This design comes from an exercise in tuning for a short achievable clock period and few clock cycles on the open sky130 flow, not from production work. In this exercise RTL edits were held to simulation tests only and were not proved equivalent to the original. Power and IR drop assume default switching activity.

## flow/config.mk

```make
export PLATFORM = sky130hd
export DESIGN_NAME = cpu_add
export DESIGN_NICKNAME = cpu_add
export VERILOG_FILES = /design/flow/design.v
export SDC_FILE = /design/flow/constraint.sdc
export NUM_CORES = 8
export LEC_CHECK = 0
export CAP_MARGIN = 50
export CORE_MARGIN = 2
export CORE_UTILIZATION = 45
export SLEW_MARGIN = 50
```

## flow/constraint.sdc

```tcl
create_clock -name core_clock -period 18.0 [get_ports {clk}]
set_input_delay 3.6000 -clock core_clock [delete_from_list [all_inputs] [get_ports {clk}]]
set_output_delay 3.6000 -clock core_clock [all_outputs]
set_load 0.01 [all_outputs]
```

## flow/design.v

```verilog
module div (
    input  wire        clk,
    input  wire        reset,
    input  wire        start,
    input  wire [31:0] a,
    input  wire [31:0] b,
    output wire        busy,
    output reg         done,
    output reg  [31:0] quo,
    output reg  [31:0] rem
);
    localparam IDLE = 3'd0, N1 = 3'd1, N2 = 3'd2, ITER = 3'd3, FIX = 3'd4;
    reg [2:0]  st;
    reg [31:0] ua, ud;      
    reg        nq, nr;      
    reg [31:0] r, dd, q;
    reg [5:0]  cnt;         
    reg [5:0]  steps;
    assign busy = (st != IDLE);
    function [5:0] blen(input [31:0] x);
        integer i;
        begin
            blen = 6'd0;
            for (i = 0; i < 32; i = i + 1)
                if (x[i]) blen = i + 1;
        end
    endfunction
    wire [5:0] na = blen(ua);
    wire [5:0] nd = blen(ud);
    wire [63:0] ush = {32'd0, ua} >> steps;
    wire [63:0] dsh = {ua, 32'd0} >> steps;
    wire [32:0] t;
    div_sub u_sub (.a({r, dd[31]}), .b(ud), .d(t));
    always @(posedge clk or posedge reset) begin
        if (reset) begin
            st <= IDLE; done <= 1'b0;
        end else begin
            done <= 1'b0;
            case (st)
            IDLE: if (start) st <= N1;
            N1:   st <= N2;
            N2:   st <= (steps == 6'd0) ? FIX : ITER;
            ITER: if (cnt == 6'd1) st <= FIX;
            FIX:  begin st <= IDLE; done <= 1'b1; end
            default: st <= IDLE;
            endcase
        end
    end
    always @(posedge clk) begin
        case (st)
        IDLE: begin
            ua <= a[31] ? (~a + 32'd1) : a;
            ud <= b[31] ? (~b + 32'd1) : b;
            nq <= a[31] ^ b[31];
            nr <= a[31];
        end
        N1: steps <= (na >= nd) ? (na - nd + 6'd1) : 6'd0;
        N2: begin
            r <= ush[31:0]; dd <= dsh[31:0]; q <= 32'd0; cnt <= steps;
        end
        ITER: begin
            r  <= t[32] ? {r[30:0], dd[31]} : t[31:0];
            q  <= {q[30:0], !t[32]};
            dd <= {dd[30:0], 1'b0};
            cnt <= cnt - 6'd1;
        end
        FIX: begin
            quo <= nq ? (~q + 32'd1) : q;
            rem <= nr ? (~r + 32'd1) : r;
        end
        default: ;
        endcase
    end
endmodule
module div_sub (
    input  wire [32:0] a,
    input  wire [31:0] b,
    output wire [32:0] d
);
    assign d = a - {1'b0, b};
endmodule
module mult(
    input  wire        clk,
    input  wire        reset,
    input  wire        start,
    input  wire [31:0] a,
    input  wire [31:0] b,
    output reg         v1,
    output reg         v2,
    output reg         v3,
    output wire [63:0] p
);
    reg [31:0] ra, rb;
    wire sb = rb[31] & (|rb[30:0]);
    wire [34:0] y = {sb, sb, rb, 1'b0};    
    wire [33:0] xs = {{2{ra[31]}}, ra};
    wire b0_neg = y[2] & ~(y[1] & y[0]);
    wire b0_one = y[1] ^ y[0];
    wire b0_two = (y[2] & ~y[1] & ~y[0]) | (~y[2] & y[1] & y[0]);
    wire [33:0] b0_mag = b0_one ? xs : (b0_two ? {xs[32:0], 1'b0} : 34'd0);
    wire [33:0] b0_t = (b0_mag ^ {34{b0_neg}}) ^ {1'b1, 33'd0};
    wire [63:0] r0 = {30'd0, b0_t};
    wire b1_neg = y[4] & ~(y[3] & y[2]);
    wire b1_one = y[3] ^ y[2];
    wire b1_two = (y[4] & ~y[3] & ~y[2]) | (~y[4] & y[3] & y[2]);
    wire [33:0] b1_mag = b1_one ? xs : (b1_two ? {xs[32:0], 1'b0} : 34'd0);
    wire [33:0] b1_t = (b1_mag ^ {34{b1_neg}}) ^ {1'b1, 33'd0};
    wire [63:0] r1 = {28'd0, b1_t[33:0], 2'd0};
    wire b2_neg = y[6] & ~(y[5] & y[4]);
    wire b2_one = y[5] ^ y[4];
    wire b2_two = (y[6] & ~y[5] & ~y[4]) | (~y[6] & y[5] & y[4]);
    wire [33:0] b2_mag = b2_one ? xs : (b2_two ? {xs[32:0], 1'b0} : 34'd0);
    wire [33:0] b2_t = (b2_mag ^ {34{b2_neg}}) ^ {1'b1, 33'd0};
    wire [63:0] r2 = {26'd0, b2_t[33:0], 4'd0};
    wire b3_neg = y[8] & ~(y[7] & y[6]);
    wire b3_one = y[7] ^ y[6];
    wire b3_two = (y[8] & ~y[7] & ~y[6]) | (~y[8] & y[7] & y[6]);
    wire [33:0] b3_mag = b3_one ? xs : (b3_two ? {xs[32:0], 1'b0} : 34'd0);
    wire [33:0] b3_t = (b3_mag ^ {34{b3_neg}}) ^ {1'b1, 33'd0};
    wire [63:0] r3 = {24'd0, b3_t[33:0], 6'd0};
    wire b4_neg = y[10] & ~(y[9] & y[8]);
    wire b4_one = y[9] ^ y[8];
    wire b4_two = (y[10] & ~y[9] & ~y[8]) | (~y[10] & y[9] & y[8]);
    wire [33:0] b4_mag = b4_one ? xs : (b4_two ? {xs[32:0], 1'b0} : 34'd0);
    wire [33:0] b4_t = (b4_mag ^ {34{b4_neg}}) ^ {1'b1, 33'd0};
    wire [63:0] r4 = {22'd0, b4_t[33:0], 8'd0};
    wire b5_neg = y[12] & ~(y[11] & y[10]);
    wire b5_one = y[11] ^ y[10];
    wire b5_two = (y[12] & ~y[11] & ~y[10]) | (~y[12] & y[11] & y[10]);
    wire [33:0] b5_mag = b5_one ? xs : (b5_two ? {xs[32:0], 1'b0} : 34'd0);
    wire [33:0] b5_t = (b5_mag ^ {34{b5_neg}}) ^ {1'b1, 33'd0};
    wire [63:0] r5 = {20'd0, b5_t[33:0], 10'd0};
    wire b6_neg = y[14] & ~(y[13] & y[12]);
    wire b6_one = y[13] ^ y[12];
    wire b6_two = (y[14] & ~y[13] & ~y[12]) | (~y[14] & y[13] & y[12]);
    wire [33:0] b6_mag = b6_one ? xs : (b6_two ? {xs[32:0], 1'b0} : 34'd0);
    wire [33:0] b6_t = (b6_mag ^ {34{b6_neg}}) ^ {1'b1, 33'd0};
    wire [63:0] r6 = {18'd0, b6_t[33:0], 12'd0};
    wire b7_neg = y[16] & ~(y[15] & y[14]);
    wire b7_one = y[15] ^ y[14];
    wire b7_two = (y[16] & ~y[15] & ~y[14]) | (~y[16] & y[15] & y[14]);
    wire [33:0] b7_mag = b7_one ? xs : (b7_two ? {xs[32:0], 1'b0} : 34'd0);
    wire [33:0] b7_t = (b7_mag ^ {34{b7_neg}}) ^ {1'b1, 33'd0};
    wire [63:0] r7 = {16'd0, b7_t[33:0], 14'd0};
    wire b8_neg = y[18] & ~(y[17] & y[16]);
    wire b8_one = y[17] ^ y[16];
    wire b8_two = (y[18] & ~y[17] & ~y[16]) | (~y[18] & y[17] & y[16]);
    wire [33:0] b8_mag = b8_one ? xs : (b8_two ? {xs[32:0], 1'b0} : 34'd0);
    wire [33:0] b8_t = (b8_mag ^ {34{b8_neg}}) ^ {1'b1, 33'd0};
    wire [63:0] r8 = {14'd0, b8_t[33:0], 16'd0};
    wire b9_neg = y[20] & ~(y[19] & y[18]);
    wire b9_one = y[19] ^ y[18];
    wire b9_two = (y[20] & ~y[19] & ~y[18]) | (~y[20] & y[19] & y[18]);
    wire [33:0] b9_mag = b9_one ? xs : (b9_two ? {xs[32:0], 1'b0} : 34'd0);
    wire [33:0] b9_t = (b9_mag ^ {34{b9_neg}}) ^ {1'b1, 33'd0};
    wire [63:0] r9 = {12'd0, b9_t[33:0], 18'd0};
    wire b10_neg = y[22] & ~(y[21] & y[20]);
    wire b10_one = y[21] ^ y[20];
    wire b10_two = (y[22] & ~y[21] & ~y[20]) | (~y[22] & y[21] & y[20]);
    wire [33:0] b10_mag = b10_one ? xs : (b10_two ? {xs[32:0], 1'b0} : 34'd0);
    wire [33:0] b10_t = (b10_mag ^ {34{b10_neg}}) ^ {1'b1, 33'd0};
    wire [63:0] r10 = {10'd0, b10_t[33:0], 20'd0};
    wire b11_neg = y[24] & ~(y[23] & y[22]);
    wire b11_one = y[23] ^ y[22];
    wire b11_two = (y[24] & ~y[23] & ~y[22]) | (~y[24] & y[23] & y[22]);
    wire [33:0] b11_mag = b11_one ? xs : (b11_two ? {xs[32:0], 1'b0} : 34'd0);
    wire [33:0] b11_t = (b11_mag ^ {34{b11_neg}}) ^ {1'b1, 33'd0};
    wire [63:0] r11 = {8'd0, b11_t[33:0], 22'd0};
    wire b12_neg = y[26] & ~(y[25] & y[24]);
    wire b12_one = y[25] ^ y[24];
    wire b12_two = (y[26] & ~y[25] & ~y[24]) | (~y[26] & y[25] & y[24]);
    wire [33:0] b12_mag = b12_one ? xs : (b12_two ? {xs[32:0], 1'b0} : 34'd0);
    wire [33:0] b12_t = (b12_mag ^ {34{b12_neg}}) ^ {1'b1, 33'd0};
    wire [63:0] r12 = {6'd0, b12_t[33:0], 24'd0};
    wire b13_neg = y[28] & ~(y[27] & y[26]);
    wire b13_one = y[27] ^ y[26];
    wire b13_two = (y[28] & ~y[27] & ~y[26]) | (~y[28] & y[27] & y[26]);
    wire [33:0] b13_mag = b13_one ? xs : (b13_two ? {xs[32:0], 1'b0} : 34'd0);
    wire [33:0] b13_t = (b13_mag ^ {34{b13_neg}}) ^ {1'b1, 33'd0};
    wire [63:0] r13 = {4'd0, b13_t[33:0], 26'd0};
    wire b14_neg = y[30] & ~(y[29] & y[28]);
    wire b14_one = y[29] ^ y[28];
    wire b14_two = (y[30] & ~y[29] & ~y[28]) | (~y[30] & y[29] & y[28]);
    wire [33:0] b14_mag = b14_one ? xs : (b14_two ? {xs[32:0], 1'b0} : 34'd0);
    wire [33:0] b14_t = (b14_mag ^ {34{b14_neg}}) ^ {1'b1, 33'd0};
    wire [63:0] r14 = {2'd0, b14_t[33:0], 28'd0};
    wire b15_neg = y[32] & ~(y[31] & y[30]);
    wire b15_one = y[31] ^ y[30];
    wire b15_two = (y[32] & ~y[31] & ~y[30]) | (~y[32] & y[31] & y[30]);
    wire [33:0] b15_mag = b15_one ? xs : (b15_two ? {xs[32:0], 1'b0} : 34'd0);
    wire [33:0] b15_t = (b15_mag ^ {34{b15_neg}}) ^ {1'b1, 33'd0};
    wire [63:0] r15 = {b15_t[33:0], 30'd0};
    wire b16_neg = y[34] & ~(y[33] & y[32]);
    wire b16_one = y[33] ^ y[32];
    wire b16_two = (y[34] & ~y[33] & ~y[32]) | (~y[34] & y[33] & y[32]);
    wire [33:0] b16_mag = b16_one ? xs : (b16_two ? {xs[32:0], 1'b0} : 34'd0);
    wire [33:0] b16_t = (b16_mag ^ {34{b16_neg}}) ^ {1'b1, 33'd0};
    wire [63:0] r16 = {b16_t[31:0], 32'd0};
    wire [63:0] rc = ({63'd0, b0_neg} << 0) | ({63'd0, b1_neg} << 2) | ({63'd0, b2_neg} << 4) | ({63'd0, b3_neg} << 6) | ({63'd0, b4_neg} << 8) | ({63'd0, b5_neg} << 10) | ({63'd0, b6_neg} << 12) | ({63'd0, b7_neg} << 14) | ({63'd0, b8_neg} << 16) | ({63'd0, b9_neg} << 18) | ({63'd0, b10_neg} << 20) | ({63'd0, b11_neg} << 22) | ({63'd0, b12_neg} << 24) | ({63'd0, b13_neg} << 26) | ({63'd0, b14_neg} << 28) | ({63'd0, b15_neg} << 30) | ({63'd0, b16_neg} << 32);
    wire [63:0] rk = 64'h5555555600000000;    
    wire [63:0] s0_0 = r0 ^ r1 ^ r2;
    wire [63:0] m0_0 = (r0 & r1) | (r0 & r2) | (r1 & r2);
    wire [63:0] c0_0 = {m0_0[62:0], 1'b0};
    wire [63:0] s0_1 = r3 ^ r4 ^ r5;
    wire [63:0] m0_1 = (r3 & r4) | (r3 & r5) | (r4 & r5);
    wire [63:0] c0_1 = {m0_1[62:0], 1'b0};
    wire [63:0] s0_2 = r6 ^ r7 ^ r8;
    wire [63:0] m0_2 = (r6 & r7) | (r6 & r8) | (r7 & r8);
    wire [63:0] c0_2 = {m0_2[62:0], 1'b0};
    wire [63:0] s0_3 = r9 ^ r10 ^ r11;
    wire [63:0] m0_3 = (r9 & r10) | (r9 & r11) | (r10 & r11);
    wire [63:0] c0_3 = {m0_3[62:0], 1'b0};
    wire [63:0] s0_4 = r12 ^ r13 ^ r14;
    wire [63:0] m0_4 = (r12 & r13) | (r12 & r14) | (r13 & r14);
    wire [63:0] c0_4 = {m0_4[62:0], 1'b0};
    wire [63:0] s0_5 = r15 ^ r16 ^ rc;
    wire [63:0] m0_5 = (r15 & r16) | (r15 & rc) | (r16 & rc);
    wire [63:0] c0_5 = {m0_5[62:0], 1'b0};
    wire [63:0] s1_6 = s0_0 ^ c0_0 ^ s0_1;
    wire [63:0] m1_6 = (s0_0 & c0_0) | (s0_0 & s0_1) | (c0_0 & s0_1);
    wire [63:0] c1_6 = {m1_6[62:0], 1'b0};
    wire [63:0] s1_7 = c0_1 ^ s0_2 ^ c0_2;
    wire [63:0] m1_7 = (c0_1 & s0_2) | (c0_1 & c0_2) | (s0_2 & c0_2);
    wire [63:0] c1_7 = {m1_7[62:0], 1'b0};
    wire [63:0] s1_8 = s0_3 ^ c0_3 ^ s0_4;
    wire [63:0] m1_8 = (s0_3 & c0_3) | (s0_3 & s0_4) | (c0_3 & s0_4);
    wire [63:0] c1_8 = {m1_8[62:0], 1'b0};
    wire [63:0] s1_9 = c0_4 ^ s0_5 ^ c0_5;
    wire [63:0] m1_9 = (c0_4 & s0_5) | (c0_4 & c0_5) | (s0_5 & c0_5);
    wire [63:0] c1_9 = {m1_9[62:0], 1'b0};
    wire [63:0] s2_10 = s1_6 ^ c1_6 ^ s1_7;
    wire [63:0] m2_10 = (s1_6 & c1_6) | (s1_6 & s1_7) | (c1_6 & s1_7);
    wire [63:0] c2_10 = {m2_10[62:0], 1'b0};
    wire [63:0] s2_11 = c1_7 ^ s1_8 ^ c1_8;
    wire [63:0] m2_11 = (c1_7 & s1_8) | (c1_7 & c1_8) | (s1_8 & c1_8);
    wire [63:0] c2_11 = {m2_11[62:0], 1'b0};
    wire [63:0] s2_12 = s1_9 ^ c1_9 ^ rk;
    wire [63:0] m2_12 = (s1_9 & c1_9) | (s1_9 & rk) | (c1_9 & rk);
    wire [63:0] c2_12 = {m2_12[62:0], 1'b0};
    reg [63:0] m0_q;
    reg [63:0] m1_q;
    reg [63:0] m2_q;
    reg [63:0] m3_q;
    reg [63:0] m4_q;
    reg [63:0] m5_q;
    wire [63:0] s3_13 = m0_q ^ m1_q ^ m2_q;
    wire [63:0] m3_13 = (m0_q & m1_q) | (m0_q & m2_q) | (m1_q & m2_q);
    wire [63:0] c3_13 = {m3_13[62:0], 1'b0};
    wire [63:0] s3_14 = m3_q ^ m4_q ^ m5_q;
    wire [63:0] m3_14 = (m3_q & m4_q) | (m3_q & m5_q) | (m4_q & m5_q);
    wire [63:0] c3_14 = {m3_14[62:0], 1'b0};
    wire [63:0] s4_15 = s3_13 ^ c3_13 ^ s3_14;
    wire [63:0] m4_15 = (s3_13 & c3_13) | (s3_13 & s3_14) | (c3_13 & s3_14);
    wire [63:0] c4_15 = {m4_15[62:0], 1'b0};
    wire [63:0] s5_16 = s4_15 ^ c4_15 ^ c3_14;
    wire [63:0] m5_16 = (s4_15 & c4_15) | (s4_15 & c3_14) | (c4_15 & c3_14);
    wire [63:0] c5_16 = {m5_16[62:0], 1'b0};
    reg [63:0] ps, pc;
    always @(posedge clk or posedge reset) begin
        if (reset) begin v1 <= 1'b0; v2 <= 1'b0; v3 <= 1'b0; end
        else begin v1 <= start; v2 <= v1; v3 <= v2; end
    end
    always @(posedge clk) begin
        ra <= a; rb <= b;
        m0_q <= s2_10;
        m1_q <= c2_10;
        m2_q <= s2_11;
        m3_q <= c2_11;
        m4_q <= s2_12;
        m5_q <= c2_12;
        ps <= s5_16; pc <= c5_16;
    end
    assign p = ps + pc;
endmodule
module ula_add(
    input  wire [31:0] a,
    input  wire [31:0] b,
    input  wire        ci,
    output wire [31:0] s
);
    assign s = a + b + {31'd0, ci};
endmodule
module ula_lt(
    input  wire [31:0] a,
    input  wire [31:0] b,
    output wire        lt
);
    assign lt = (a[31] != b[31]) ? a[31] : (a[30:0] < b[30:0]);
endmodule
module ula_eq(
    input  wire [31:0] a,
    input  wire [31:0] b,
    output wire        eq
);
    assign eq = (a == b);
endmodule
module cpu_add(
    input clk,
    input reset,
    output [31:0] mem_addr,
    output mem_wr,
    output [31:0] mem_wdata,
    input  [31:0] mem_rdata
);
    localparam QD = 6;           
    localparam K_NONE = 3'd0, K_LOAD = 3'd1, K_ADDM = 3'd2, K_SHSB = 3'd3, K_TRAP = 3'd4;
    reg  [15:0] ma_lo;           
    reg  [15:0] ma_hi;           
    reg         boot;            
    reg         mwr;
    reg  [31:0] mwd;
    assign mem_addr  = {ma_hi, ma_lo};
    assign mem_wr    = mwr;
    assign mem_wdata = mwd;
    reg         s0v, s1v, s2v;
    reg  [31:0] s0pc, s1pc, s2pc;
    reg  [7:0]  s1pg, s1pgm, s1pgp, s2pg, s2pgm, s2pgp;
    reg  [31:0] ras;             
    reg         s1bt, s2bt;      
    reg  [15:0] s1bi, s2bi;      
    localparam NB = 4;
    reg  [NB-1:0] bv;
    reg  [29:0] btag [0:NB-1];
    reg  [15:0] bimm [0:NB-1];
    reg  [31:0] btgt [0:NB-1];
    reg  [1:0]  brr;
    reg  [1:0]  skc;
    reg         fold_arm, fold_v;
    reg  [31:0] fold_ra, fold_tgt;
    reg  [7:0]  fold_pg, fold_pgm, fold_pgp;
    reg  [2:0]  d0k, d1k, d2k;
    reg  [4:0]  d0r, d1r, d2r;   
    reg  [1:0]  d0z, d1z, d2z;   
    reg  [31:0] d0b, d1b, d2b;   
    reg  [31:0] d0a, d1a, d2a;   
    reg         amv;
    reg  [4:0]  amr;
    reg  [31:0] amd, amb;
    reg         tfl;
    reg         tpend;
    reg  [1:0]  tk;
    reg  [31:0] xpc_d;           
    reg  [31:0] R [0:31];
    reg  [31:0] rv;
    reg  [31:0] HI_r, LO_r, EPC_r;
    reg         hv, lv, ev;
    wire [31:0] HI  = hv ? HI_r : 32'd0;
    wire [31:0] LO  = lv ? LO_r : 32'd0;
    wire [31:0] EPC = ev ? EPC_r : 32'd0;
    reg  [31:0] q_ir  [0:QD-1];
    reg  [31:0] q_pc  [0:QD-1];
    reg  [31:0] q_jt  [0:QD-1];
    reg         q_pt  [0:QD-1];
    reg  [7:0]  q_pg  [0:QD-1];    
    reg  [7:0]  q_pgm [0:QD-1];
    reg  [7:0]  q_pgp [0:QD-1];
    reg  [QD-1:0] qv;              
    reg  [QD-1:0] qho, qto;        
    reg         prv;
    reg  [31:0] pr_ir, pr_pc, pr_jt;
    reg         pr_j0, pr_j1, pr_j2, pr_j3;    
    reg  [31:0] s2p4, s2p8, s2p12, s2p16;       
    reg         pr_bt;
    reg  [15:0] pr_bi;
    reg         dv;
    reg  [31:0] d_ir, d_pc, d_jt, d_rso, d_rto;
    reg  [7:0]  d_pg, d_pgm, d_pgp;
    reg         d_pt;
    reg         xv;
    reg  [31:0] xA_r, xB_r, xBx_r, x_pc, x_pc4, x_tgt, x_jt, x_kres, x_sh_r;
    reg  [7:0]  x_pg, x_pgm, x_pgp;
    reg  [15:0] x_imm;
    reg  [4:0]  x_amt_r, x_dst;
    reg         x_fa, x_fb, x_fbx, x_fsh, x_famt;
    reg         x_pt;
    reg         x_wr, x_add, x_addt, x_sub, x_and, x_slt, x_slti, x_shl, x_shr, x_k,
                x_mfhi, x_mflo, x_mult, x_div, x_br, x_jr, x_rte, x_bad,
                x_load, x_sw, x_shsb, x_addm, x_half, x_byte;
    reg  [1:0]  x_bop;
    reg         x_rdrs, x_rdrt, x_rtrs, x_igt1, x_igt0;
    reg         wbv;
    reg  [4:0]  wbr;
    reg  [31:0] wbd;
    wire [31:0] xA  = x_fa  ? wbd : xA_r;
    wire [31:0] xB  = x_fb  ? wbd : xB_r;
    wire [31:0] xBx = x_fbx ? wbd : xBx_r;
    wire [31:0] x_sh = x_fsh ? wbd : x_sh_r;
    wire [4:0]  x_amt = x_famt ? wbd[4:0] : x_amt_r;
    function [31:0] onehot5(input [4:0] r);
        onehot5 = 32'd1 << r;
    endfunction
    function [9:0] pdec(input [31:0] w);
        reg [5:0] o, f;
        reg rt_, jal_, j_, ld_, st_, am_, ali_, hl_, sh_, wrd_, nors_;
        begin
            o = w[31:26]; f = w[5:0];
            rt_  = (o == 6'h00);
            jal_ = (o == 6'h03);
            j_   = (o == 6'h02);
            ld_  = (o == 6'h23) || (o == 6'h21) || (o == 6'h20);
            st_  = (o == 6'h2b) || (o == 6'h29) || (o == 6'h28);
            am_  = (o == 6'h01);
            ali_ = (o == 6'h08) || (o == 6'h09) || (o == 6'h0a) || (o == 6'h0f);
            hl_  = rt_ && (f == 6'h10 || f == 6'h12 || f == 6'h18 || f == 6'h1a);
            sh_  = rt_ && (f == 6'h00 || f == 6'h02 || f == 6'h03);
            wrd_ = rt_ && (f == 6'h20 || f == 6'h22 || f == 6'h24 || f == 6'h2a || f == 6'h00 ||
                           f == 6'h02 || f == 6'h03 || f == 6'h04 || f == 6'h07 || f == 6'h10 || f == 6'h12);
            nors_ = sh_ || (o == 6'h0f) || (rt_ && (f == 6'h10 || f == 6'h12 || f == 6'h13)) || j_ || jal_;
            pdec[9] = !nors_;
            pdec[8] = (rt_ && (f == 6'h20 || f == 6'h22 || f == 6'h24 || f == 6'h2a || f == 6'h00 ||
                               f == 6'h02 || f == 6'h03 || f == 6'h04 || f == 6'h07 || f == 6'h18 || f == 6'h1a)) ||
                      (o[5:2] == 4'b0001) || st_ || am_;
            pdec[7] = wrd_ || ali_ || jal_ || ld_ || am_;
            pdec[6:2] = jal_ ? 5'd31 : (wrd_ ? w[15:11] : w[20:16]);
            pdec[1] = hl_;
            pdec[0] = ld_ || st_ || am_;
        end
    endfunction
    wire [31:0] rdw   = mem_rdata;
    wire a_bpt = (rdw[31:28] == 4'b0001) && ((rdw[31:26] == 6'h05) || rdw[15]);
    wire [31:0] s2pc4 = s2p4;
    wire a_j0 = (rdw[25:0] == s2p4[27:2]);
    wire a_j1 = (rdw[25:0] == s2p8[27:2])  && (s2p8[31:28]  == s2p4[31:28]);
    wire a_j2 = (rdw[25:0] == s2p12[27:2]) && (s2p12[31:28] == s2p4[31:28]);
    wire a_j3 = (rdw[25:0] == s2p16[27:2]) && (s2p16[31:28] == s2p4[31:28]);
    wire [5:0]  pr_op  = pr_ir[31:26];
    wire pr_isj   = (pr_op == 6'h02) || (pr_op == 6'h03);
    wire pr_isjal = (pr_op == 6'h03);
    wire pr_isjr  = (pr_op == 6'h00) && (pr_ir[5:0] == 6'h08);
    wire pr_isbrk = (pr_op == 6'h00) && (pr_ir[5:0] == 6'h0d);
    wire pr_bpt   = (pr_op[5:2] == 4'b0001) && ((pr_op == 6'h05) || pr_ir[15]);
    wire [31:0] pr_pc4 = pr_pc + 32'd4;
    wire [31:0] pr_btgt;
    ula_add u_prt (.a(pr_pc4), .b({{14{pr_ir[15]}}, pr_ir[15:0], 2'b00}), .ci(1'b0), .s(pr_btgt));
    wire pr_jmp = pr_isj | pr_isjr | pr_isbrk | pr_bpt;
    wire pr_bsh = (pr_ir[15:2] == 14'd0);
    wire pr_short = (pr_bpt & pr_bsh) | (pr_isj & (pr_j0 | pr_j1 | pr_j2 | pr_j3));
    wire [1:0] pr_sk = pr_bpt ? pr_ir[1:0] : (pr_j1 ? 2'd1 : pr_j2 ? 2'd2 : pr_j3 ? 2'd3 : 2'd0);
    wire pr_btok = pr_bpt & pr_ir[15] & (pr_ir[15:0] == pr_bi);
    wire pr_fold = fold_v && (pr_jt == fold_ra);
    wire [31:0] pr_tgt = pr_isj ? {pr_pc4[31:28], pr_ir[25:0], 2'b00} :
                         pr_isjr ? (pr_fold ? fold_tgt : pr_jt) : pr_isbrk ? pr_pc : pr_btgt;
    wire [5:0]  op  = d_ir[31:26];
    wire [4:0]  rs  = d_ir[25:21];
    wire [4:0]  rt  = d_ir[20:16];
    wire [4:0]  rd  = d_ir[15:11];
    wire [4:0]  sha = d_ir[10:6];
    wire [5:0]  fn  = d_ir[5:0];
    wire [15:0] imm = d_ir[15:0];
    wire [31:0] simm = {{16{imm[15]}}, imm};
    wire rtype   = (op == 6'h00);
    wire i_add   = rtype && fn == 6'h20;
    wire i_sub   = rtype && fn == 6'h22;
    wire i_and   = rtype && fn == 6'h24;
    wire i_slt   = rtype && fn == 6'h2a;
    wire i_sll   = rtype && fn == 6'h00;
    wire i_srl   = rtype && (fn == 6'h02 || fn == 6'h03);
    wire i_sllv  = rtype && fn == 6'h04;
    wire i_srlv  = rtype && fn == 6'h07;
    wire i_mult  = rtype && fn == 6'h18;
    wire i_div   = rtype && fn == 6'h1a;
    wire i_mfhi  = rtype && fn == 6'h10;
    wire i_mflo  = rtype && fn == 6'h12;
    wire i_jr    = rtype && fn == 6'h08;
    wire i_rte   = rtype && fn == 6'h13;
    wire i_addi  = (op == 6'h08);
    wire i_addiu = (op == 6'h09);
    wire i_slti  = (op == 6'h0a);
    wire i_lui   = (op == 6'h0f);
    wire i_br    = (op[5:2] == 4'b0001);
    wire i_lw    = (op == 6'h23);
    wire i_lh    = (op == 6'h21);
    wire i_lb    = (op == 6'h20);
    wire i_sw    = (op == 6'h2b);
    wire i_sh    = (op == 6'h29);
    wire i_sb    = (op == 6'h28);
    wire i_addm  = (op == 6'h01);
    wire i_jal   = (op == 6'h03);
    wire i_j     = (op == 6'h02);
    wire i_load  = i_lw | i_lh | i_lb;
    wire i_shsb  = i_sh | i_sb;
    wire i_mem   = i_load | i_sw | i_shsb | i_addm;
    wire i_bad   = !(rtype | i_addi | i_addiu | i_slti | i_lui | i_br | i_load | i_sw |
                     i_shsb | i_addm | i_jal | i_j);
    wire wr_rd   = i_add | i_sub | i_and | i_slt | i_sll | i_srl | i_sllv | i_srlv | i_mfhi | i_mflo;
    wire wr_rt   = i_addi | i_addiu | i_slti | i_lui;
    wire d_wr    = wr_rd | wr_rt | i_jal;
    wire [4:0] d_dst = i_jal ? 5'd31 : (wr_rd ? rd : rt);
    wire use_rs  = !(i_sll | i_srl | i_lui | i_mfhi | i_mflo | i_j | i_jal | i_rte);
    wire use_rt  = i_add | i_sub | i_and | i_slt | i_sll | i_srl | i_sllv | i_srlv | i_mult | i_div |
                   i_br | i_sw | i_shsb | i_addm;
    wire has_dst = d_wr | i_load | i_addm;
    wire [4:0] h_dst = (i_load | i_addm) ? rt : d_dst;
    wire [31:0] sum, dif;
    wire lt, eq;
    wire [31:0] sum0, sum1, sum2, dif0, dif1, dif2;
    wire lt0, lt1, lt2, eq0, eq1, eq2;
    ula_add u_sum0 (.a(xA_r), .b(xBx_r), .ci(1'b0), .s(sum0));
    ula_add u_sum1 (.a(wbd),  .b(xBx_r), .ci(1'b0), .s(sum1));
    ula_add u_sum2 (.a(xA_r), .b(wbd),   .ci(1'b0), .s(sum2));
    ula_add u_dif0 (.a(xA_r), .b(~xBx_r), .ci(1'b1), .s(dif0));
    ula_add u_dif1 (.a(wbd),  .b(~xBx_r), .ci(1'b1), .s(dif1));
    ula_add u_dif2 (.a(xA_r), .b(~wbd),   .ci(1'b1), .s(dif2));
    ula_lt  u_lt0  (.a(xA_r), .b(xBx_r), .lt(lt0));       
    ula_lt  u_lt1  (.a(wbd),  .b(xBx_r), .lt(lt1));
    ula_lt  u_lt2  (.a(xA_r), .b(wbd),   .lt(lt2));
    ula_eq  u_eq0  (.a(xA_r), .b(xB_r),  .eq(eq0));       
    ula_eq  u_eq1  (.a(wbd),  .b(xB_r),  .eq(eq1));
    ula_eq  u_eq2  (.a(xA_r), .b(wbd),   .eq(eq2));
    assign sum = x_fa ? sum1 : (x_fbx ? sum2 : sum0);
    assign dif = x_fa ? dif1 : (x_fbx ? dif2 : dif0);
    assign lt  = x_fa ? lt1  : (x_fbx ? lt2  : lt0);
    assign eq  = x_fa ? eq1  : (x_fb  ? eq2  : eq0);
    wire ovf_add = (xA[31] == xBx[31]) && (sum[31] != xA[31]);
    wire ovf_sub = (xA[31] != xBx[31]) && (dif[31] != xA[31]);
    wire b_gt1 = !xB[31] && (|xB[31:1]);
    wire b_gt0 = !xB[31] && (|xB);
    wire a_le0 = xA[31] || (xA == 32'd0);
    reg slt_res;
    always @(*) begin
        if (x_rdrs && x_rdrt)  slt_res = 1'b0;
        else if (x_rdrs)       slt_res = lt ? b_gt1 : b_gt0;
        else if (x_rdrt)       slt_res = lt ? a_le0 : xA[31];
        else                   slt_res = lt;
    end
    wire slti_res = x_rtrs ? (lt ? x_igt1 : x_igt0) : lt;
    wire [31:0] shl = x_sh << x_amt;
    wire [31:0] shr = x_sh >> x_amt;
    wire [31:0] x_res = ({32{x_add}}  & sum) |
                        ({32{x_sub}}  & dif) |
                        ({32{x_and}}  & (xA & xB)) |
                        ({32{x_slt}}  & {31'd0, slt_res}) |
                        ({32{x_slti}} & {31'd0, slti_res}) |
                        ({32{x_shl}}  & shl) |
                        ({32{x_shr}}  & shr) |
                        ({32{x_k}}    & x_kres) |
                        ({32{x_mfhi}} & HI) |
                        ({32{x_mflo}} & LO);
    reg  [7:0] smc_pgn;           
    reg        smc_act;           
    wire [7:0] bpg = ~smc_pgn;
    function near(input [7:0] p, input [7:0] pm, input [7:0] pp);
        near = (bpg == p) || (bpg == pm) || (bpg == pp);
    endfunction
    reg smc_q;
    integer qi;
    always @(*) begin
        smc_q = 1'b0;
        for (qi = 0; qi < QD; qi = qi + 1)
            if (qv[qi] && near(q_pg[qi], q_pgm[qi], q_pgp[qi])) smc_q = 1'b1;
    end
    wire smc_fold = smc_act && fold_v && near(fold_pg, fold_pgm, fold_pgp);
    wire smc_hit = smc_fold ||
                   smc_act && ((xv && near(x_pg, x_pgm, x_pgp)) || (dv && near(d_pg, d_pgm, d_pgp)) ||
                               smc_q || (s2v && near(s2pg, s2pgm, s2pgp)) ||
                               (s1v && near(s1pg, s1pgm, s1pgp)));
    reg [31:0] h_ir, h_pc, h_jt;
    reg [7:0]  h_pg, h_pgm, h_pgp;
    reg        h_pt;
    integer hi;
    always @(*) begin
        h_ir = 32'd0; h_pc = 32'd0; h_jt = 32'd0;
        h_pg = 8'd0; h_pgm = 8'd0; h_pgp = 8'd0; h_pt = 1'b0;
        for (hi = 0; hi < QD; hi = hi + 1) begin
            h_ir  = h_ir  | ({32{qho[hi]}} & q_ir[hi]);
            h_pc  = h_pc  | ({32{qho[hi]}} & q_pc[hi]);
            h_jt  = h_jt  | ({32{qho[hi]}} & q_jt[hi]);
            h_pg  = h_pg  | ({8{qho[hi]}} & q_pg[hi]);
            h_pgm = h_pgm | ({8{qho[hi]}} & q_pgm[hi]);
            h_pgp = h_pgp | ({8{qho[hi]}} & q_pgp[hi]);
            h_pt  = h_pt  | (qho[hi] & q_pt[hi]);
        end
    end
    wire q_ne = |qv;
    wire [31:0] q_head_pc = h_pc;
    reg  [NB-1:0] bhit;
    reg  [31:0] bh_tgt;
    reg  [15:0] bh_imm;
    integer bi;
    always @(*) begin
        bh_tgt = 32'd0; bh_imm = 16'd0;
        for (bi = 0; bi < NB; bi = bi + 1) begin
            bhit[bi] = bv[bi] && (btag[bi] == s0pc[31:2]);
            bh_tgt = bh_tgt | ({32{bhit[bi]}} & btgt[bi]);
            bh_imm = bh_imm | ({16{bhit[bi]}} & bimm[bi]);
        end
    end
    wire b_any = |bhit;
    wire [31:0] seq = boot ? 32'd4 : (s0v ? (b_any ? bh_tgt : s0pc + 32'd4) : s0pc);
    wire [31:0] smc_pc = xv ? x_pc : (dv ? d_pc : (q_ne ? q_head_pc :
                         (s2v ? s2pc : (s1v ? s1pc : seq))));
    wire x_ok   = xv & !smc_hit & !tfl;
    wire t_ovf  = (x_addt & ovf_add) | (x_sub & ovf_sub);
    wire t_dz   = x_div & (xB == 32'd0);
    wire trap   = x_ok & (t_ovf | t_dz | x_bad);
    wire [1:0] trap_k = x_bad ? 2'd0 : (t_ovf ? 2'd1 : 2'd2);
    wire br_tk = (x_bop == 2'b00) ? eq : (x_bop == 2'b01) ? !eq :
                 (x_bop == 2'b10) ? (lt | eq) : !(lt | eq);
    wire mis_br = x_br && (br_tk != x_pt) && (x_imm != 16'd0);    
    wire mis_jr = x_jr && (xA != x_jt);
    wire x_redir = x_ok & (mis_br | mis_jr | x_rte);
    wire [31:0] x_rtgt = x_rte ? EPC : (x_jr ? xA : (br_tk ? x_tgt : x_pc4));
    wire x_memop = x_ok & (x_load | x_sw | x_shsb | x_addm);
    reg x_bhit;
    integer xbi;
    always @(*) begin
        x_bhit = 1'b0;
        for (xbi = 0; xbi < NB; xbi = xbi + 1)
            if (bv[xbi] && btag[xbi] == x_pc[31:2]) x_bhit = 1'b1;
    end
    wire ld0 = (d0k == K_LOAD) || (d0k == K_ADDM);
    wire ld1 = (d1k == K_LOAD) || (d1k == K_ADDM);
    wire am2 = (d2k == K_ADDM);
    wire xld = xv && (x_load || x_addm);
    wire xw  = xv && x_wr;
    function hit5(input u, input [4:0] r, input v, input [4:0] p);
        hit5 = u && v && (r == p);
    endfunction
    wire [9:0] pd = pdec(d_ir);
    wire p_urs = pd[9], p_urt = pd[8], p_hd = pd[7];
    wire [4:0] p_dst = pd[6:2];
    wire haz_ld = hit5(p_urs, rs, ld0, d0r) | hit5(p_urs, rs, ld1, d1r) | hit5(p_urs, rs, am2, d2r) |
                  hit5(p_urs, rs, xld, x_dst) | hit5(p_urs, rs, amv, amr) |
                  hit5(p_urt, rt, ld0, d0r) | hit5(p_urt, rt, ld1, d1r) | hit5(p_urt, rt, am2, d2r) |
                  hit5(p_urt, rt, xld, x_dst) | hit5(p_urt, rt, amv, amr) |
                  hit5(p_hd, p_dst, ld0, d0r) | hit5(p_hd, p_dst, ld1, d1r) |
                  hit5(p_hd, p_dst, am2, d2r) | hit5(p_hd, p_dst, xld, x_dst);
    wire haz_ld_old = hit5(use_rs, rs, ld0, d0r) | hit5(use_rs, rs, ld1, d1r) | hit5(use_rs, rs, am2, d2r) |
                  hit5(use_rs, rs, xld, x_dst) | hit5(use_rs, rs, xw, x_dst) | hit5(use_rs, rs, amv, amr) |
                  hit5(use_rt, rt, ld0, d0r) | hit5(use_rt, rt, ld1, d1r) | hit5(use_rt, rt, am2, d2r) |
                  hit5(use_rt, rt, xld, x_dst) | hit5(use_rt, rt, xw, x_dst) | hit5(use_rt, rt, amv, amr) |
                  hit5(has_dst, h_dst, ld0, d0r) | hit5(has_dst, h_dst, ld1, d1r) |
                  hit5(has_dst, h_dst, am2, d2r) | hit5(has_dst, h_dst, xld, x_dst);
    wire shsb_pend = (d0k == K_SHSB) || (d1k == K_SHSB) || (xv && x_shsb);
    wire haz_mem = pd[0] && (shsb_pend || tpend);
    wire m_v1, m_v2, m_v3;
    wire dv_busy, dv_done;
    wire [63:0] m_p;
    wire [31:0] dv_q, dv_r;
    wire hilo_busy = m_v1 | m_v2 | dv_busy | (xv & (x_mult | x_div));
    wire haz_hl = hilo_busy & pd[1];
    wire fw_a = xw && (x_dst == rs);
    wire fw_b = xw && (x_dst == rt);
    wire haz_fw2 = fw_a & fw_b & p_urs & p_urt;
    wire d_stall = haz_ld | haz_hl | haz_mem | haz_fw2;
    wire [31:0] ld_val = (d2z == 2'd1) ? {16'd0, rdw[15:0]} :
                         (d2z == 2'd2) ? {24'd0, rdw[7:0]} : rdw;
    reg [31:0] rf_a, rf_b;
    integer ri;
    always @(*) begin
        rf_a = 32'd0; rf_b = 32'd0;
        for (ri = 0; ri < 32; ri = ri + 1) begin
            rf_a = rf_a | ({32{d_rso[ri]}} & (rv[ri] ? R[ri] : ((ri == 29) ? 32'd227 : 32'd0)));
            rf_b = rf_b | ({32{d_rto[ri]}} & (rv[ri] ? R[ri] : ((ri == 29) ? 32'd227 : 32'd0)));
        end
    end
    wire [31:0] opA = ((d2k == K_LOAD) && d2r == rs) ? ld_val :
                      (wbv && wbr == rs) ? wbd : rf_a;
    wire [31:0] opB = ((d2k == K_LOAD) && d2r == rt) ? ld_val :
                      (wbv && wbr == rt) ? wbd : rf_b;
    wire we_ld   = (d2k == K_LOAD);
    wire shsb_wr = (d2k == K_SHSB);
    wire [31:0] shsb_data = (d2z == 2'd1) ? {rdw[31:16], d2b[15:0]} : {rdw[31:8], d2b[7:0]};
    wire trapv = (d2k == K_TRAP);
    wire [31:0] am_sum = amd + amb;
    wire x_flush  = x_redir | tfl | smc_hit;
    wire pr_redir_nf = prv & (pr_bt ? !pr_btok : (pr_jmp & !pr_short));
    wire pr_redir = pr_redir_nf & !x_flush;
    wire [31:0] pr_rtgt = (pr_bt & !pr_jmp) ? pr_pc4 : pr_tgt;
    wire pr_skip  = prv & !pr_bt & pr_jmp & pr_short;
    wire [1:0] skc_e = pr_skip ? pr_sk : skc;
    wire drop = (skc_e != 2'd0);
    wire a_v_nf = s2v & !pr_redir_nf & !drop;
    wire a_v = a_v_nf & !x_flush;
    wire fold_now = s2v & drop & (fold_arm | (pr_skip & pr_isjal & (pr_sk == 2'd1)));
    wire [31:0] nfa = trapv ? {24'd0, rdw[7:0]} :
                      x_redir ? x_rtgt :
                      smc_hit ? smc_pc :
                      pr_redir ? pr_rtgt : seq;
    wire tvec = tpend & !shsb_wr;                 
    wire x_memraw = xv & !tfl & (x_load | x_sw | x_shsb | x_addm);
    wire port_busy = shsb_wr | tvec | x_memraw;
    wire fetch_blk = tpend | (d0k == K_TRAP) | (d1k == K_TRAP);
    reg  [3:0] qn;
    integer ci;
    always @(*) begin
        qn = 4'd0;
        for (ci = 0; ci < QD; ci = ci + 1) qn = qn + {3'd0, qv[ci]};
    end
    wire [4:0] held = {1'b0, qn} + {4'd0, dv} + {4'd0, s2v} + {4'd0, s0v} + {4'd0, s1v};
    wire room = x_flush ? 1'b1 : (held < QD + 1);
    wire issue = !port_busy && !fetch_blk && room;
    wire kill_s = x_flush | pr_redir;            
    wire [31:0] ma_n = x_memraw ? sum :
                       shsb_wr ? d2a :
                       tvec ? {24'd0, 6'b111111, tk[1] ? 2'b11 : (tk[0] ? 2'b10 : 2'b01)} : nfa;
    wire d_go_nf = dv & !d_stall;
    wire d_go   = d_go_nf & !x_flush;            
    wire d_free = !dv | d_go_nf;
    wire q_pop  = d_free & q_ne;
    wire to_d   = d_free & (q_ne | a_v_nf);
    wire q_push = a_v_nf & !(d_free & !q_ne);
    wire d_ld   = !dv | !d_stall;
    mult u_mult (
        .clk(clk), .reset(reset), .start(x_ok & x_mult), .a(xA), .b(xB),
        .v1(m_v1), .v2(m_v2), .v3(m_v3), .p(m_p)
    );
    div u_div (
        .clk(clk), .reset(reset), .start(x_ok & x_div & !t_dz), .a(xA), .b(xB),
        .busy(dv_busy), .done(dv_done), .quo(dv_q), .rem(dv_r)
    );
    always @(posedge clk or posedge reset) begin
        if (reset) begin
            rv <= 32'd0; hv <= 1'b0; lv <= 1'b0; ev <= 1'b0;
            ma_lo <= 16'd0; mwr <= 1'b0; boot <= 1'b1;
            s0v <= 1'b1; s1v <= 1'b0; s2v <= 1'b0;
            d0k <= K_NONE; d1k <= K_NONE; d2k <= K_NONE;
            amv <= 1'b0; tpend <= 1'b0; tfl <= 1'b0;
            qv <= {QD{1'b0}}; qho <= {{(QD-1){1'b0}}, 1'b1}; qto <= {{(QD-1){1'b0}}, 1'b1};
            smc_act <= 1'b0;
            prv <= 1'b0; dv <= 1'b0; xv <= 1'b0; wbv <= 1'b0;
            bv <= {NB{1'b0}}; brr <= 2'd0; skc <= 2'd0;
            fold_arm <= 1'b0; fold_v <= 1'b0;
        end else begin
            if (wbv) rv[wbr] <= 1'b1;
            if (we_ld) rv[d2r] <= 1'b1;
            if (amv) rv[amr] <= 1'b1;
            if (m_v3 | dv_done) begin hv <= 1'b1; lv <= 1'b1; end
            if (x_ok & x_mfhi) hv <= 1'b0;
            if (x_ok & x_mflo) lv <= 1'b0;
            if (tfl) ev <= 1'b1;
            amv <= (d2k == K_ADDM);
            tfl <= trap;
            if (trap) tpend <= 1'b1;
            else if (tvec) tpend <= 1'b0;
            ma_lo <= ma_n[15:0];
            boot <= 1'b0;
            mwr <= shsb_wr | (x_memop & x_sw);
            d1k <= d0k; d2k <= d1k;
            if (tvec) d0k <= K_TRAP;
            else if (x_memop & !x_sw) d0k <= x_load ? K_LOAD : (x_addm ? K_ADDM : K_SHSB);
            else d0k <= K_NONE;
            s0v <= issue;
            s1v <= s0v & !kill_s;
            s2v <= s1v & !kill_s;
            prv <= a_v;
            skc <= x_flush ? 2'd0 : ((s2v & drop) ? skc_e - 2'd1 : skc_e);
            if (smc_fold | x_flush) begin
                fold_v <= 1'b0; fold_arm <= 1'b0;
            end else if (fold_now) begin
                fold_arm <= 1'b0;
                fold_v <= (rdw[31:26] == 6'h02);
            end else if (prv & pr_isjal) begin
                fold_v <= 1'b0;
                fold_arm <= pr_skip & (pr_sk == 2'd1);
            end
            if (xv & x_br & x_imm[15] & !x_bhit) begin
                bv[brr] <= x_ok & br_tk;
                if (x_ok & br_tk) brr <= brr + 2'd1;
            end
            qv  <= x_flush ? {QD{1'b0}} : ((qv & ~(q_pop ? qho : {QD{1'b0}})) | (q_push ? qto : {QD{1'b0}}));
            qho <= x_flush ? {{(QD-1){1'b0}}, 1'b1} : (q_pop ? {qho[QD-2:0], qho[QD-1]} : qho);
            qto <= x_flush ? {{(QD-1){1'b0}}, 1'b1} : (q_push ? {qto[QD-2:0], qto[QD-1]} : qto);
            smc_act <= shsb_wr | (x_memop & (x_sw | x_shsb));
            dv <= x_flush ? 1'b0 : (d_free ? to_d : dv);
            xv <= d_go;
            wbv <= x_ok & x_wr & !trap;
        end
    end
    integer wi;
    always @(posedge clk) begin
        if (wbv) R[wbr] <= wbd;
        if (we_ld) R[d2r] <= ld_val;
        if (amv) R[amr] <= am_sum;
        if (m_v3) begin HI_r <= m_p[63:32]; LO_r <= m_p[31:0]; end
        if (dv_done) begin HI_r <= dv_r; LO_r <= dv_q; end
        xpc_d <= x_pc;
        if (tfl) EPC_r <= xpc_d;
        if (trap) tk <= trap_k;
        amr <= d2r; amd <= rdw; amb <= d2b;
        mwd <= shsb_wr ? shsb_data : xB;
        d1r <= d0r; d1z <= d0z; d1b <= d0b; d1a <= d0a;
        d2r <= d1r; d2z <= d1z; d2b <= d1b; d2a <= d1a;
        d0r <= x_dst;
        d0z <= x_half ? 2'd1 : (x_byte ? 2'd2 : 2'd0);
        d0b <= xB;
        d0a <= sum;
        s1pc <= boot ? 32'd0 : s0pc;
        s0pc <= nfa;
        ma_hi <= ma_n[31:16];
        s2pc <= s1pc;
        if (prv & pr_isjal) ras <= pr_pc4;
        if (fold_now) begin
            fold_ra <= s2pc; fold_tgt <= {s2pc4[31:28], rdw[25:0], 2'b00};
            fold_pg <= s2pg; fold_pgm <= s2pgm; fold_pgp <= s2pgp;
        end
        pr_ir <= rdw; pr_pc <= s2pc; pr_jt <= ras;
        pr_j0 <= a_j0; pr_j1 <= a_j1; pr_j2 <= a_j2; pr_j3 <= a_j3;
        s2p4 <= s1pc + 32'd4; s2p8 <= s1pc + 32'd8; s2p12 <= s1pc + 32'd12; s2p16 <= s1pc + 32'd16;
        pr_bt <= s2bt; pr_bi <= s2bi;
        s1bt <= s0v & b_any; s1bi <= bh_imm;
        s2bt <= s1bt; s2bi <= s1bi;
        if (xv & x_br & x_imm[15] & !x_bhit) begin
            btag[brr] <= x_pc[31:2]; bimm[brr] <= x_imm; btgt[brr] <= x_tgt;
        end
        smc_pgn <= ~ma_n[15:8];
        s1pg <= boot ? 8'd0 : s0pc[15:8];
        s1pgm <= boot ? 8'hff : s0pc[15:8] - 8'd1;
        s1pgp <= boot ? 8'd1 : s0pc[15:8] + 8'd1;
        s2pg <= s1pg; s2pgm <= s1pgm; s2pgp <= s1pgp;
        for (wi = 0; wi < QD; wi = wi + 1)
            if (qto[wi] & !qv[wi]) begin
                q_ir[wi] <= rdw; q_pc[wi] <= s2pc; q_jt[wi] <= ras; q_pt[wi] <= a_bpt;
                q_pg[wi] <= s2pg; q_pgm[wi] <= s2pgm; q_pgp[wi] <= s2pgp;
            end
        if (d_ld) begin
            if (q_ne) begin
                d_ir <= h_ir; d_pc <= h_pc; d_jt <= h_jt; d_pt <= h_pt;
                d_rso <= onehot5(h_ir[25:21]); d_rto <= onehot5(h_ir[20:16]);
                d_pg <= h_pg; d_pgm <= h_pgm; d_pgp <= h_pgp; 
            end else begin
                d_ir <= rdw; d_pc <= s2pc; d_jt <= ras; d_pt <= a_bpt;
                d_rso <= onehot5(rdw[25:21]); d_rto <= onehot5(rdw[20:16]);
                d_pg <= s2pg; d_pgm <= s2pgm; d_pgp <= s2pgp;
            end
        end
        xA_r <= opA; xB_r <= opB;
        xBx_r <= (i_addi | i_addiu | i_slti | i_mem) ? simm : opB;
        x_fa <= fw_a; x_fb <= fw_b;
        x_fbx <= fw_b & !(i_addi | i_addiu | i_slti | i_mem);
        x_fsh <= (i_sll | i_srl) ? fw_b : fw_a;
        x_famt <= !(i_sll | i_srl) & fw_b;
        x_pc <= d_pc; x_pc4 <= d_pc + 32'd4;
        x_pg <= d_pg; x_pgm <= d_pgm; x_pgp <= d_pgp;
        x_imm <= imm;
        x_tgt <= d_pc + 32'd4 + {simm[29:0], 2'b00};
        x_jt <= d_jt; x_pt <= d_pt;
        x_kres <= i_jal ? d_pc + 32'd4 : {imm, 16'd0};
        x_sh_r <= (i_sll | i_srl) ? opB : opA;
        x_amt_r <= (i_sll | i_srl) ? sha : opB[4:0];
        x_dst <= h_dst;
        x_wr <= d_wr;
        x_add <= i_add | i_addi | i_addiu;
        x_addt <= i_add | i_addi;
        x_sub <= i_sub;
        x_and <= i_and;
        x_slt <= i_slt;
        x_slti <= i_slti;
        x_shl <= i_sll | i_sllv;
        x_shr <= i_srl | i_srlv;
        x_k <= i_lui | i_jal;
        x_mfhi <= i_mfhi; x_mflo <= i_mflo;
        x_mult <= i_mult; x_div <= i_div;
        x_br <= i_br; x_bop <= op[1:0];
        x_jr <= i_jr; x_rte <= i_rte; x_bad <= i_bad;
        x_load <= i_load; x_sw <= i_sw; x_shsb <= i_shsb; x_addm <= i_addm;
        x_half <= i_lh | i_sh; x_byte <= i_lb | i_sb;
        x_rdrs <= (rd == rs); x_rdrt <= (rd == rt); x_rtrs <= (rt == rs);
        x_igt1 <= !imm[15] && (|imm[15:1]);
        x_igt0 <= !imm[15] && (|imm);
        wbr <= x_dst; wbd <= x_res;
    end
endmodule
```

## flow/flow/run.sh

```bash
#!/bin/bash
# The standard layout, with two settings changed:
#  - timing repair is asked to leave more setup slack than the clock needs
#    (SETUP_SLACK_MARGIN), so that it sizes and buffers the critical paths;
#  - the buffers that the flow puts on every input and output port are
#    sky130_fd_sc_hd__buf_4 instead of the flow's default choice.
bash standard.sh SETUP_SLACK_MARGIN=12.5 "BUFFER_PORTS_ARGS=-buffer_cell sky130_fd_sc_hd__buf_4" finish > standard.log 2>&1
```

## flow/standard.sh

```bash
#!/bin/bash
# synth_recipe.tcl (not shown) runs the flow's synth.tcl, then flattens the netlist and writes it again
# the make line also repeats each setting of config.mk as NAME=value (left out here)
make -C /OpenROAD-flow-scripts/flow DESIGN_CONFIG=/design/flow/config.mk WORK_HOME=/design/flow/orfs CLKGATE_MAP_FILE= SYNTH_SCRIPT=/design/flow/synth_recipe.tcl "${@:-finish}"
```

==> results of run 1 <==
==> stage by stage <==
step / setup WS, ns / instance area (µm²) / utilization
after floorplan: 12.66 / 234000 / -
after global placement: 11.51 / 243000 / 0.470
after global routing: 12.50 / 263000 / 0.509
after detailed placement: 11.48 / 246000 / 0.475
after CTS: 12.51 / 262000 / 0.506
final: 12.51 / 264000 / 0.509
==> sequential cells by signal (all words and copies together), names as in the netlist, 33 cells and up <==
register     cells
R             1024
bimm            64
btag           120
btgt           128
q_ir           192
q_jt           192
q_pc           192
q_pgm           48
q_pgp           42
u_mult.m0_q     50
u_mult.m1_q     40
u_mult.m2_q     49
u_mult.m3_q     39
u_mult.m4_q     50
u_mult.m5_q     33
u_mult.pc       59
u_mult.ps       64
==> metal layers <==
layer	part of all wire	GRT usage	up-vias	wire length, µm
met5	0.0023	0.0317	-	2710
met4	0.10	0.339	95	120000
met3	0.14	0.173	5646	170000
met2	0.39	0.585	18600	463000
met1	0.36	0.536	99700	420000
li1	-	-	81900	-
==> final timing paths <==
check / endpoint / start / slack (ns) / cells past startpoint
max in group asynchronous: u_div.done / reset / 13.67 / 5
hold reg to reg: d2a[26] / d1a[26] / 0.29 / 0
setup / recovery: ma_lo[14] / wbd[14] / 12.51 / 16
min in group asynchronous: mwr / reset / 2.47 / 2
setup reg to reg: ma_lo[14] / wbd[14] / 12.51 / 16
hold / removal: d2a[26] / d1a[26] / 0.29 / 0
==> power by group <==
part           internal (mW)  leakage (nW)  switching (mW)
Sequential              11.8          38.9            1.45
Combinational           3.58          50.9            6.50
Clock                   5.72          7.69            4.41
Total                   21.1          97.5            12.4
==> area by class of cell <==
type                    count  area share
well taps                6916      0.0328
diodes                    218     0.00207
clock buffers             627      0.0493
inverters                 864      0.0124
multi-input cells       15700       0.432
flip-flops and latches   4278       0.428
repair buffers            926      0.0325
clock inverters           248      0.0110
==> cell families (layout without fill, tap and decap cells) <==
| family | after synthesis | after routing | synth area share |
|---|---|---|---|
| buf+inv | 2865 | 2665 | 0.0465 |
| simple gates | 5634 | 5634 | 0.109 |
| fa+ha+maj | 1073 | 1073 | 0.0728 |
| flops | 4278 | 4278 | 0.481 |
| compound gates | 6017 | 6017 | 0.170 |
| other cells | 1 | 219 | 0.0000160 |
| xor+xnor | 1935 | 1935 | 0.0724 |
| mux | 1025 | 1025 | 0.0486 |
==> worst max-delay path, delay by kind of cell, from the launching register on <==
family / cells / cell delay (ns)
AO/OA/AOI/OAI: 9 / 2.88
AND/OR/NAND/NOR: 3 / 0.85
adder cells (fa/ha/maj): 1 / 0.42
multiplexers: 1 / 0.16
buffers and inverters: 2 / 0.82
flip-flops: 1 / 0.31
==> cell usage in the layout (no fill, tap or decap), types with 150 or more instances in the layout <==
cell	count
a211oi_1	583
a21oi_1	1441
a221oi_1	345
a22o_1	303
a22oi_1	893
buf_4	689
clkbuf_16	485
dfxtp_1	1440
diode_2	218
edfxtp_1	2629
fa_1	482
ha_1	577
inv_1	844
mux2i_1	820
nand2_1	1529
nand2b_1	150
nand3_1	339
nand4_1	329
nor2_1	2099
nor3_1	195
nor4_1	180
o21ai_0	1159
xnor2_1	1204
xor2_1	683
==> timing repair <==
item,CTS,global route
resized for setup,18,21
buffers inserted,2,2
pin swaps,0,2
hold buffers,0,0
endpoints found under the setup margin,179,123
==> out/metrics.csv, run 1 <==
stage,metric,value,unit
status,status,failed layout checks,
status,failed_checks,antenna violations,
timing,finalHoldViolations,0,
timing,rsz0062_at_grt,no,
final_layout,fin_nets,23300,
yosys,ys_types,104,
floorplan,coreArea,518000,µm²
yosys,synth-main-ff-cell,edfxtp_1,
yosys,synth.avg_cell_area,10.3,µm²
power,peakVddDrop,122,µV
routing,wire_per_inst,39.5,µm
routing,drc_errors,0,
yosys,synth_top_area_cell,edfxtp_1,
yosys,synth_edf_count,2629,
final_layout,instances_no_fill,29800,
place,placedCellCount,28600,
global_routing,grt_pass1_wl,1580,mm
clocking,clockBufferDepth,4,
worst_setup_path,cp-end-kind,flop,
clocking,cts_root_buf,clkbuf_16,
global_routing,antenna_found_initial,159,
yosys,synth.yosys.seq_area_share,0.481,
final_layout,regArea,113000,µm²
final_layout,drive_above_1_share,0.112,
floorplan,rows,264,
final_layout,area.growth.synth_to_final,12.6,%
global_routing,grt-ovfl-total,0,
place,numPortBuffers,98,
floorplan,pin_count,99,
worst_setup_path,arrival,6.57,ns
yosys,yosysMostFrequentCell,edfxtp_1,
floorplan,die_h,725,µm
floorplan,die_area,526000,µm²
routing,drt_pre_antenna_iters,17,
routing,viasPerCell,6.92,
clocking,numClockSinks,4278,
routing,vias,206000,
yosys,ys_top_cells_by_count,"edfxtp_1 (2629), nor2_1 (2137), clkbuf_1 (1672)",
clocking,h-tree-depth,5,
final_layout,num-fill-cells,46000,
clocking,insertion_delay,1.14,ns
flow_run,drv_cap,0,
timing,finalSetupViolations,0,
power,p_total,33.5,mW
timing,fmaxAchievable,182,MHz
power,power.leakage,97.5,nW
timing,timing.hold.ws,0.293,ns
yosys,synth_nets,23900,
global_routing,track_usage,0.430,
power,power.density,127,nW/µm²
final_layout,multi_input_area,114000,µm²
worst_setup_path,cp_cell_sequence,"buf_4, ha_1, nand2_1, o22ai_1, nor3b_1, a21boi_1, or4_1, a31oi_2, a31oi_1, a211oi_2, a211oi_2, buf_4, mux2i_1, a22o_1, a311oi_1, o22a_1",
global_routing,grt_pass1_vias,186000,
floorplan,start_util,0.452,
global_routing,grt_max_degree,135,
routing,postRouteAntennaNets,2,
worst_setup_path,crit_fanout,45,
clocking,cts_tree,yes,
worst_setup_path,slowest_stage,or4_1,
worst_setup_path,cp.required,19.08,ns
yosys,synth.top_cell.area_share,0.337,
timing,slew_headroom,0.351,
timing,fin_worst_skew,0.158,ns
worst_setup_path,startpoint_type,flop,
floorplan,die_w,725,µm
yosys,synthesis.area,234000,µm²
place,hpwl,781,mm
worst_setup_path,slowest_delay,0.63,ns
routing,wl,1180,mm
worst_hold_path,hold_class,reg2reg,
clocking,cts_buffers,463,
yosys,synthCells,22800,
timing,tightest_slew,0.973,ns
yosys,async_flop_share,0.0252,
timing,fin_crit,5.49,ns
yosys,ys_seq_elements,4278,
timing,tns,0,ns
yosys,synth.area.top_cells,"edfxtp_1 (34%), dfxtp_1 (13%), xnor2_1 (4.6%)",
place,gp_congestion,1.07,
yosys,yosys_warnings,10,
clocking,clkTransAtPathRegs,0.07,ns
timing,drv_slew,0,
timing,period_share,0.305,
routing,dr.first_iter.drc_count,38700,
worst_setup_path,worst-setup-path-type,reg2reg,
Testbench counts, summed over its fixed seeds: cycles 16,815.
==> run 2, diff against run 1 <==
==> flow/flow/run.sh (replaced) <==
#!/bin/bash
# The standard layout (standard.sh), with these settings changed:
#  - timing repair is asked to leave more setup slack than the clock needs
#    (SETUP_SLACK_MARGIN), so that it sizes and buffers the critical paths;
#  - the buffers that the flow puts on every input and output port are
#    sky130_fd_sc_hd__buf_4 instead of the flow's default choice;
#  - after global routing, antennas are repaired once more with a ratio
#    margin (flow/grt_antenna.tcl), and the repair after detailed routing may
#    take up to 10 rounds instead of 5.
here=$(pwd)
bash standard.sh SETUP_SLACK_MARGIN=12.5 \
  "BUFFER_PORTS_ARGS=-buffer_cell sky130_fd_sc_hd__buf_4" \
  POST_GLOBAL_ROUTE_TCL=$here/flow/grt_antenna.tcl \
  MAX_REPAIR_ANTENNAS_ITER_DRT=10 \
  finish > standard.log 2>&1
==> flow/flow/grt_antenna.tcl (new file) <==
# Run after global routing (ORFS POST_GLOBAL_ROUTE_TCL hook): repair antennas
# once more with a ratio margin, so that fewer are left for after detailed
# routing, then write the routing guides again for the added diodes.
repair_antennas -iterations 5 -ratio_margin 30
check_antennas -report_file $::env(REPORTS_DIR)/grt_antennas_margin.log
write_guides $::env(RESULTS_DIR)/route.guide
==> out/metrics.csv, run 2 <==
stage,metric,value,unit,change
clocking,ctsResizeCount,18,,unchanged
final_layout,fin_nets,23300,,unchanged
global_routing,grt-ovfl-total,0,,unchanged
routing,postRouteAntennaNets,0,,was 2
yosys,async_flop_share,0.0252,,unchanged
power,peakVddDrop,121,µV,was 122 µV
global_routing,antenna_found_initial,159,,unchanged
clocking,cts_tree,yes,,unchanged
worst_setup_path,r2r_slack,12.49,ns,was 12.51 ns
global_routing,track_usage,0.430,,unchanged
status,status,"complete, no violations",,was failed layout checks
timing,fin_ws,12.49,ns,was 12.51 ns
final_layout,instances_no_fill,30000,,was 29800
place,gp_congestion,1.07,,unchanged
place,hpwl,781,mm,unchanged
worst_setup_path,worstRegToRegCells,15,,was 16
worst_setup_path,crit_fanout,45,,unchanged
final_layout,utilization,0.510,,was 0.509
routing,drt_pre_antenna_iters,22,,was 17
worst_setup_path,slowest_stage,or4_1,,unchanged
clocking,insertion_delay,1.14,ns,about the same
routing,vias,206000,,about the same
place,numPortBuffers,98,,unchanged
yosys,ys_seq_elements,4278,,unchanged
floorplan,start_util,0.452,,unchanged
clocking,cts_buffers,463,,unchanged
final_layout,final_area,264000,µm²,about the same
place,placedCellCount,28600,,unchanged
routing,drc_errors,0,,unchanged
flow_run,drv_cap,0,,unchanged
timing,finalHoldViolations,0,,unchanged
power,power.density,127,nW/µm²,about the same
final_layout,largest_register_ffs,1024,,unchanged
floorplan,coreArea,518000,µm²,unchanged
power,p_total,33.5,mW,about the same
yosys,ys_top_cells_by_count,"edfxtp_1 (2629), nor2_1 (2137), clkbuf_1 (1672)",,unchanged
floorplan,rows,264,,unchanged
final_layout,num-fill-cells,46000,,about the same
worst_setup_path,startpoint_type,flop,,unchanged
clocking,hold_buffers,0,,unchanged
final_layout,mostFrequentLayoutCells,"edfxtp_1 (2629), nor2_1 (2099), nand2_1 (1529)",,unchanged
clocking,clockBufferDepth,4,,unchanged
worst_hold_path,hold_class,reg2reg,,unchanged
worst_setup_path,slowest_delay,0.63,ns,about the same
yosys,synth.area.top_cells,"edfxtp_1 (34%), dfxtp_1 (13%), xnor2_1 (4.6%)",,unchanged
yosys,synthesis.area,234000,µm²,unchanged
timing,tns,0,ns,unchanged
worst_setup_path,timing.rr.end,ma_lo[14],,unchanged
timing,fin_crit,5.51,ns,was 5.49 ns
routing,wl,1180,mm,about the same
timing,tightest_slew,0.951,ns,was 0.973 ns
timing,slew_headroom,0.366,,was 0.351
place,dpl_cell_area,246000,µm²,unchanged
worst_setup_path,cp_cell_sequence,"buf_4, ha_1, o2111ai_1, nand3_1, a21boi_1, or4_1, a31oi_2, a31oi_1, a211oi_2, a211oi_2, buf_4, mux2i_1, a22o_1, a311oi_1, o22a_1",,"was buf_4, ha_1, nand2_1, o22ai_1, nor3b_1, a21boi_1, or4_1, a31oi_2, a31oi_1, a211oi_2, a211oi_2, buf_4, mux2i_1, a22o_1, a311oi_1, o22a_1"
floorplan,die_h,725,µm,unchanged
worst_setup_path,cp.required,19.07,ns,was 19.08 ns
yosys,synth_nets,23900,,unchanged
timing,fmaxAchievable,182,MHz,about the same
worst_hold_path,holdPathStages,0,,unchanged
timing,drv_slew,0,,unchanged
floorplan,die_w,725,µm,unchanged
place,dpl_worst_slack,11.48,ns,unchanged
yosys,synth-main-ff-cell,edfxtp_1,,unchanged
worst_hold_path,whs_endpoint,amb[18],,was d2a[26]
routing,dr.first_iter.drc_count,41500,,was 38700
yosys,synth_top_area_cell,edfxtp_1,,unchanged
final_layout,largest_register,R,,unchanged
yosys,synth.avg_cell_area,10.3,µm²,unchanged
worst_setup_path,cp-end-kind,flop,,unchanged
final_layout,drive_above_1_share,0.112,,unchanged
timing,fin_worst_skew,0.159,ns,was 0.158 ns
timing,timing.hold.ws,0.308,ns,was 0.293 ns
global_routing,grt_pass1_wl,1580,mm,unchanged
yosys,yosysMostFrequentCell,edfxtp_1,,unchanged
power,power.leakage,97.5,nW,about the same
yosys,ys_types,104,,unchanged
timing,finalSetupViolations,0,,unchanged
yosys,synth_edf_count,2629,,unchanged
clocking,cts_setup_buffers,2,,unchanged
clocking,h-tree-depth,5,,unchanged
routing,wire_per_inst,39.2,µm,was 39.5 µm
worst_hold_path,min_from,d2b[18],,was d1a[26]
final_layout,area.growth.synth_to_final,12.8,%,was 12.6%
worst_setup_path,arrival,6.58,ns,was 6.57 ns
yosys,synth.top_cell.area_share,0.337,,unchanged
global_routing,grt_pass1_vias,186000,,unchanged
clocking,cts_root_buf,clkbuf_16,,unchanged
yosys,synth.yosys.seq_area_share,0.481,,unchanged
worst_setup_path,worst-setup-path-type,reg2reg,,unchanged
yosys,yosys_warnings,10,,unchanged
worst_setup_path,rr_startpoint,wbd[4],,was wbd[14]
floorplan,die_area,526000,µm²,unchanged
floorplan,pin_count,99,,unchanged
global_routing,grt_max_degree,135,,unchanged
clocking,numClockSinks,4278,,unchanged
timing,period_share,0.306,,was 0.305
final_layout,final_common_cell,edfxtp_1,,unchanged
clocking,clkTransAtPathRegs,0.07,ns,about the same
routing,viasPerCell,6.88,,was 6.92
yosys,synthCells,22800,,unchanged
run 2: worst max-delay path by stage:
| stage | startpoint | endpoint | slack, ns |
|---|---|---|---|
| floorplan | x_fbx | wbd[30] | 12.66 |
| global placement | d_ir[3] | d_rso[28] | 11.51 |
| detailed placement | x_fa | ma_hi[14] | 11.48 |
| CTS | ma_hi[5] | mem_addr[21] | 12.51 |
| finish | wbd[4] | ma_lo[14] | 12.49 |
run 2: critical path: cells and delay by family, from the launching register on:
family                     cells  cell delay (ns)
AOI/OAI and AO/OA              9             2.85
buffers and inverters          2             0.79
muxes                          1             0.16
DFF                            1             0.33
adders and majority gates      1             0.40
and+or+nand+nor                2             0.95
run 2: area by class of cell:
class,count,area (µm²),area share
Sequential cell,4278,113000,0.427
Clock inverter,248,2910,0.0110
Antenna cell,425,1060,0.00403
Inverter,864,3260,0.0123
Timing Repair Buffer,926,8560,0.0324
Clock buffer,627,13000,0.0492
Multi-Input combinational cell,15700,114000,0.432
Tap cell,6916,8650,0.0328
run 2: power by group:
part / internal, mW / total, mW / switching, mW / leakage, nW
Clock: 5.72 / 10.1 / 4.42 / 7.69
Combinational: 3.58 / 10.1 / 6.50 / 50.9
Sequential: 11.8 / 13.3 / 1.45 / 38.9
Total: 21.1 / 33.5 / 12.4 / 97.5
run 2: per-layer routing:
metal | vias up | share of wire | global-route usage
met4 | 91 | 0.10 | 0.339
li1 | 82100 | - | -
met5 | - | 0.0014 | 0.0317
met2 | 18800 | 0.40 | 0.585
met1 | 99500 | 0.36 | 0.536
met3 | 5564 | 0.15 | 0.173
run 2: cells by family after synthesis:
logic type | synth area share
AOI/OAI and AO/OA | 0.170
and+or+nand+nor | 0.109
DFF | 0.481
buffers and inverters | 0.0465
xor gates and xnor gates | 0.0724
adders and majority gates | 0.0728
muxes | 0.0486
other | 0.0000160

re-timing with driven ports:
How much do the figures lean on ideal ports? The routed layouts below were timed once more, with nothing changed but the port constraints.
Step 1, drivers: a clkbuf_16 drives clk and a buf_2 each remaining input, both assumed.
Step 2 times the ports against the registers' clock, not the clock port: input delays grow and output delays shrink by t, the midpoint of the rising clock arrivals with the driver on.
Slacks: no drivers / after step 1 / after step 2; pairs: no drivers / after step 1.
run | shift t [ns] | setup WS [ns] | worst setup path at the end | latest minus earliest clock arrival (ns) | worst register clock-pin slew, ns
run 1 | 1.212 | 12.508 / 12.380 / 12.025 | input to register | 0.191 / 0.191 | 0.07 / 0.07
run 2 | 1.208 | 12.492 / 12.413 / 12.045 | input to register | 0.194 / 0.194 | 0.07 / 0.07
The setup slack of run 1, which loses most, moves by -0.128 ns with the drivers and by -0.483 ns with both steps.
